From an optimization exercise on the open Yosys and OpenROAD flow, aimed at small area; shortcuts taken in it are not production practice.
No functional check of the RTL was part of any run shown here.
Power and IR drop assume default switching activity.

## flow/design.v (module list and top-level ports; edited modules follow where they fit)
// module GAIN_MUL: 1823 lines
// module FA: 4 lines
// module HA: 4 lines
// module IIR_SUM: 6360 lines
// module MAF_SUM: 168 lines
// module SonarOnChip: 163 lines
module SonarOnChip(
    input wire wb_clk_i,
    input wire wb_rst_i,
    input wire wbs_stb_i,
    input wire wbs_cyc_i,
    input wire wbs_we_i,
    input wire [3:0] wbs_sel_i,
    input wire [31:0] wbs_dat_i,
    input wire [31:0] wbs_adr_i,
    output wire wbs_ack_o,
    output wire [31:0] wbs_dat_o,
    input wire  [37:0] io_in,
    output wire [37:0] io_out,
    output wire [37:0] io_oeb
  );
  // ...
==> flow/flow/run.sh <==
#!/bin/bash
# Standard layout, with clock tree synthesis told not to add dummy loads.
set -euo pipefail
export CTS_ARGS="-sink_clustering_enable -repair_clock_nets -dont_use_dummy_load"
bash standard.sh > standard_make.log 2>&1
==> flow/standard.sh <==
#!/bin/bash
# synth_recipe.tcl (not shown) runs the flow's synth.tcl, then flattens the netlist and writes it again
# the make line also repeats each setting of config.mk as NAME=value (left out here)
make -C /OpenROAD-flow-scripts/flow DESIGN_CONFIG=/design/flow/config.mk WORK_HOME=/design/flow/orfs CLKGATE_MAP_FILE= SYNTH_SCRIPT=/design/flow/synth_recipe.tcl "${@:-finish}"
==> flow/config.mk <==
export PLATFORM = sky130hd
export DESIGN_NAME = SonarOnChip
export DESIGN_NICKNAME = SonarOnChip
export VERILOG_FILES = /design/flow/design.v
export SDC_FILE = /design/flow/constraint.sdc
export NUM_CORES = 4
export LEC_CHECK = 0
export CAP_MARGIN = 20
export CORE_MARGIN = 2
export CORE_UTILIZATION = 45
export GPL_TIMING_DRIVEN = 0
export PLACE_DENSITY = 0.6
export SLEW_MARGIN = 20
export SYNTH_HIERARCHICAL = 1
export SYNTH_MINIMUM_KEEP_SIZE = 0
==> flow/constraint.sdc <==
create_clock -name core_clock -period 12.0 [get_ports {wb_clk_i}]
set_input_delay 2.4000 -clock core_clock [delete_from_list [all_inputs] [get_ports {wb_clk_i}]]
set_output_delay 2.4000 -clock core_clock [all_outputs]
set_load 0.01 [all_outputs]
==> metrics.md, run 1 <==
| Metric | Value |
|---|---|
| Status | timing/DRC/antenna clean |
| Most common cell on crit path | fa_1 |
| Vias in the first global route | just under 50,000 |
| Commonest non-fill, non-tap cell in the layout | nand2_1 |
| Synth Instances | around 5,700 |
| FMAX | ~94 MHz |
| Post-CTS resize count | 0 |
| Grt met2 use | 56.5% |
| CP required | 12,460 ps |
| R2R Setup Slk | 1320 ps |
| Largest net degree at the start of global routing | 17 |
| Area occupied by multi-input gates | between 40,000 and 50,000 um2 |
| Sw power | 10.4 mW |
| TritonCTS clock tree | built |
| Share of cells above drive strength 1 | between 4 and 5% |
| Met2 Routed Length | roughly 110 mm |
| Die W | 376 um |
| Post-route setup slack | roughly 1300 ps |
| Sequential cell area share | 18.6% |
| Post-route setup TNS | 0 ps |
| Worst skew pair latency | about 710 ps |
| Die H | between 300 and 400 um |
| WHS Endpoint | d4[28] |
| Layout Cells excl Fill | approximately 8,000 |
| M1 wire length | around 100 mm |
| Pre-CTS setup slack | ~1200 ps |
| Met3 usage | 10.0% |
| Crit path launch | pcm[4] |
| VDD IR max | ~1.0 mV |
| Gr usage total | 37.6% |
| Met3 routed WL | 30.3 mm |
| Worst Hold Class | reg -> reg |
| Reg2reg path depth | 25 |
| Leak | between 15 and 20 nW |
==> run 2, diff against run 1 <==
==> flow/flow/run.sh (replaced) <==
#!/bin/bash
# Standard layout; clock tree synthesis adds no dummy loads and builds the
# tree from small clock buffers.
set -euo pipefail
export CTS_ARGS="-sink_clustering_enable -repair_clock_nets -dont_use_dummy_load -buf_list sky130_fd_sc_hd__clkbuf_4"
bash standard.sh > standard_make.log 2>&1
--- a/flow/config.mk
+++ b/flow/config.mk
@@ -8,7 +8,6 @@
 export CAP_MARGIN = 20
 export CORE_MARGIN = 2
 export CORE_UTILIZATION = 45
-export GPL_TIMING_DRIVEN = 0
 export PLACE_DENSITY = 0.6
 export SLEW_MARGIN = 20
 export SYNTH_HIERARCHICAL = 1
==> metrics.md, run 2 <==
| Metric | Value |
|---|---|
| Via-per-instance ratio | 6.20 (was 5.92) |
| Post-route setup slack | 2630 ps (was 1320 ps) |
| Worst slew pin tran | 1270 ps (was 1280 ps) |
| IO Port Bufs | 77 (was 74) |
| Die H | 376 um (unchanged) |
| TritonCTS clock tree | built (unchanged) |
| Share of cells above drive strength 1 | 8.00% (was 4.94%) |
| DRC violations left | 0 (unchanged) |
| Most common cell on crit path | fa_1 (unchanged) |
| Area growth syn-to-layout | 5.44% (was 7.98%) |
| Synth Instances | 5,747 (unchanged) |
| FMAX | 107 MHz (was 93.7 MHz) |
| Max clock buf depth | 3 (unchanged) |
| Worst Hold Class | reg -> reg (unchanged) |
| RSZ-0062 raised after global routing | false (unchanged) |
| Total of max-cap violations | 0 (unchanged) |
| Register clock-pin slew on the reported worst setup and hold paths | 60 ps (about the same) |
| Detailed Route WL | 246 mm (was 261 mm) |
| Layout Cells excl Fill | 7,461 (was 7,769) |
| GPL Wtd Cong | 1.04 (was 1.02) |
| Initial antenna violation count | 16 (was 20) |
| Clk sink count | 553 (unchanged) |
| Pre-CTS setup slack | 1740 ps (was 1220 ps) |
| Core outline area | 137,000 um2 (unchanged) |
| Synthesized cell area | 62,200 um2 (unchanged) |
| Core Rows | 136 (unchanged) |
| Power per Cell Area | 253 nW/um2 (was 282 nW/um2) |
| Crit path DAT | 10,170 ps (was 11,130 ps) |
| Startpoint Class | register (unchanged) |
| Hold_buf cts | 0 (unchanged) |
| Post-route minimum period | 9370 ps (was 10,680 ps) |
| Commonest non-fill, non-tap cells in the layout | 1,598 x nand2_1, 1,597 x fa_1, 416 x nor2_1 (was 1,598 x nand2_1, 1,597 x fa_1, 435 x clkbuf_1) |
| Max Fanout on Critical Path | 17 (was 10) |
| CTS Buf Count | 150 (was 56) |
| Ys Warns | 7 (unchanged) |
| Slowest cell on the critical path | edfxtp_1 (was clkbuf_1) |
| First-pass GRT wire length | 348 mm (was 367 mm) |
| WL per Instance | 33.0 um (was 33.6 um) |
| Postcts setup bufs | 0 (unchanged) |
| DRT Pass-1 Iters | 7 (was 9) |
| Total die area | 141,000 um2 (unchanged) |
| Post-route setup TNS | 0 ps (unchanged) |
| CP required | 12,790 ps (was 12,460 ps) |
| Tcrit/Tclk final | 78.1% (was 89.0%) |
| Layout net count | 7,475 (was 7,782) |
| Clk_skew | 129 ps (was 141 ps) |
| Remaining global-route overflow | 0 (unchanged) |
| DP HPWL | 179 mm (was 214 mm) |
| Worst skew pair latency | 1020 ps (was 710 ps) |
| Starting Density | 45.3% (unchanged) |
| Largest net degree at the start of global routing | 87 (was 17) |
| Die W | 376 um (unchanged) |
| Gr usage total | 35.2% (was 37.6%) |
| Critical path type | reg -> reg (unchanged) |
| Dpl cell area | 64,400 um2 (was 65,700 um2) |
| Commonest non-fill, non-tap cell in the layout | nand2_1 (unchanged) |
| Post-route ant nets | 0 (unchanged) |
| Finished Cell Area | 65,500 um2 (was 67,100 um2) |
| Clk root buf | clkbuf_4 (was clkbuf_16) |
| VDD IR max | 0.692 mV (was 1.02 mV) |
| Syn Area/Cell | 10.8 um2 (unchanged) |
| Status | timing/DRC/antenna clean (unchanged) |
| Final setup viols | 0 (unchanged) |
| Vias in the first global route | 48,767 (was 48,978) |
| Critical Path Sink Type | register (unchanged) |
| Largest stage delay, worst path | 1180 ps (was 940 ps) |
| Via Count | 46,278 (was 45,991) |
| Slew Limit Fails | 0 (unchanged) |
| Post-CTS resize count | 0 (unchanged) |
| Slew Limit Headroom | 15.6% (was 14.8%) |
| DR iter-0 viols | 6,223 (was 6,087) |
| Final hold vios | 0 (unchanged) |
| Leak | 18.0 nW (was 18.3 nW) |
| Placed Cells | 7,304 (was 7,704) |
| Io pins | 220 (unchanged) |
| Max H-tree Level | 4 (was 2) |
run 2: metal layers:
| layer | part of all wire (%) | up-vias | global-route usage (%) | routed length (um) |
|---|---|---|---|---|
| met5 | 0.025 | - | 0.377 | 62 |
| met4 | 7.2 | 10 | 20.5 | 17600 |
| met3 | 15 | 997 | 15.4 | 37600 |
| met2 | 42 | 4032 | 50.0 | 103000 |
| met1 | 36 | 23938 | 44.6 | 88000 |
| li1 | - | 17301 | - | - |
run 2: cell type report:
class / instances / area, um2
repair buffers: 286 / 2350
flip-flops and latches: 553 / 12500
fillers: 12544 / 71800
multi-input cells: 4484 / 46600
inverters: 188 / 706
well taps: 1794 / 2240
clock buffers: 150 / 1130
diodes: 6 / 15.0
run 2: stage by stage:
step                power [mW]  hold slack [ps]  util [%]
floorplan                 11.3              310         -
global placement          14.9              310      46.9
detailed placement        15.0              312      46.9
CTS                       16.4              283      47.7
global route              17.5              296      47.7
finish                    16.6              282      47.7
run 2: worst paths after layout:
path              cells after the start  slack (ps)   from  endpoint
setup / recovery                     29        2630  a0[0]     Y[24]
hold / removal                        0         280  d2[2]     d3[2]
setup reg to reg                     29        2630  a0[0]     Y[24]
hold reg to reg                       0         280  d2[2]     d3[2]
run 2: critical path: cells and delay by family, from the launching register on:
family	cells	cell delay (ps)
AO/OA/AOI/OAI	6	1590
XOR/XNOR	1	190
adder cells (fa/ha/maj)	14	5450
buffers and inverters	6	400
flip-flops	1	1180
AND/OR/NAND/NOR	2	310
run 2: where the power goes:
part           total (mW)  internal (mW)  switching (mW)  leakage [nW]
clock                1.29          0.564           0.722         0.690
sequential           2.65           2.37           0.279          4.76
combinational        12.6           4.90            7.75          12.6

## afterwards: timing with drivers on the ports
The flow's constraints put no driver on any port. The routed layouts listed below were extracted and timed again, unchanged, in two steps. Step 1 assumes that a clkbuf_16 drives the clock port and a buf_2 every other input. Step 2, shift: input delay + t, output delay - t, t = (earliest + latest rising clock arrival at the registers) / 2. This alone moves slack from input paths to output paths. a / b / c = ideal ports / drivers / drivers and shift; a / b = the first two.
| run | shift t [ns] | setup slack, ns | worst data-port slew with drivers (ns) |
|---|---|---|---|
| run 1 | 0.704 | 1.324 / 1.324 / 0.972 | 0.13 |
| run 2 | 1.042 | 2.626 / 2.625 / 1.611 | 0.14 |
After both steps setup and hold are still met in every run listed. For run 2, which loses most, drivers alone change the setup slack by -0.001 ns; drivers and shift together by -1.015 ns.
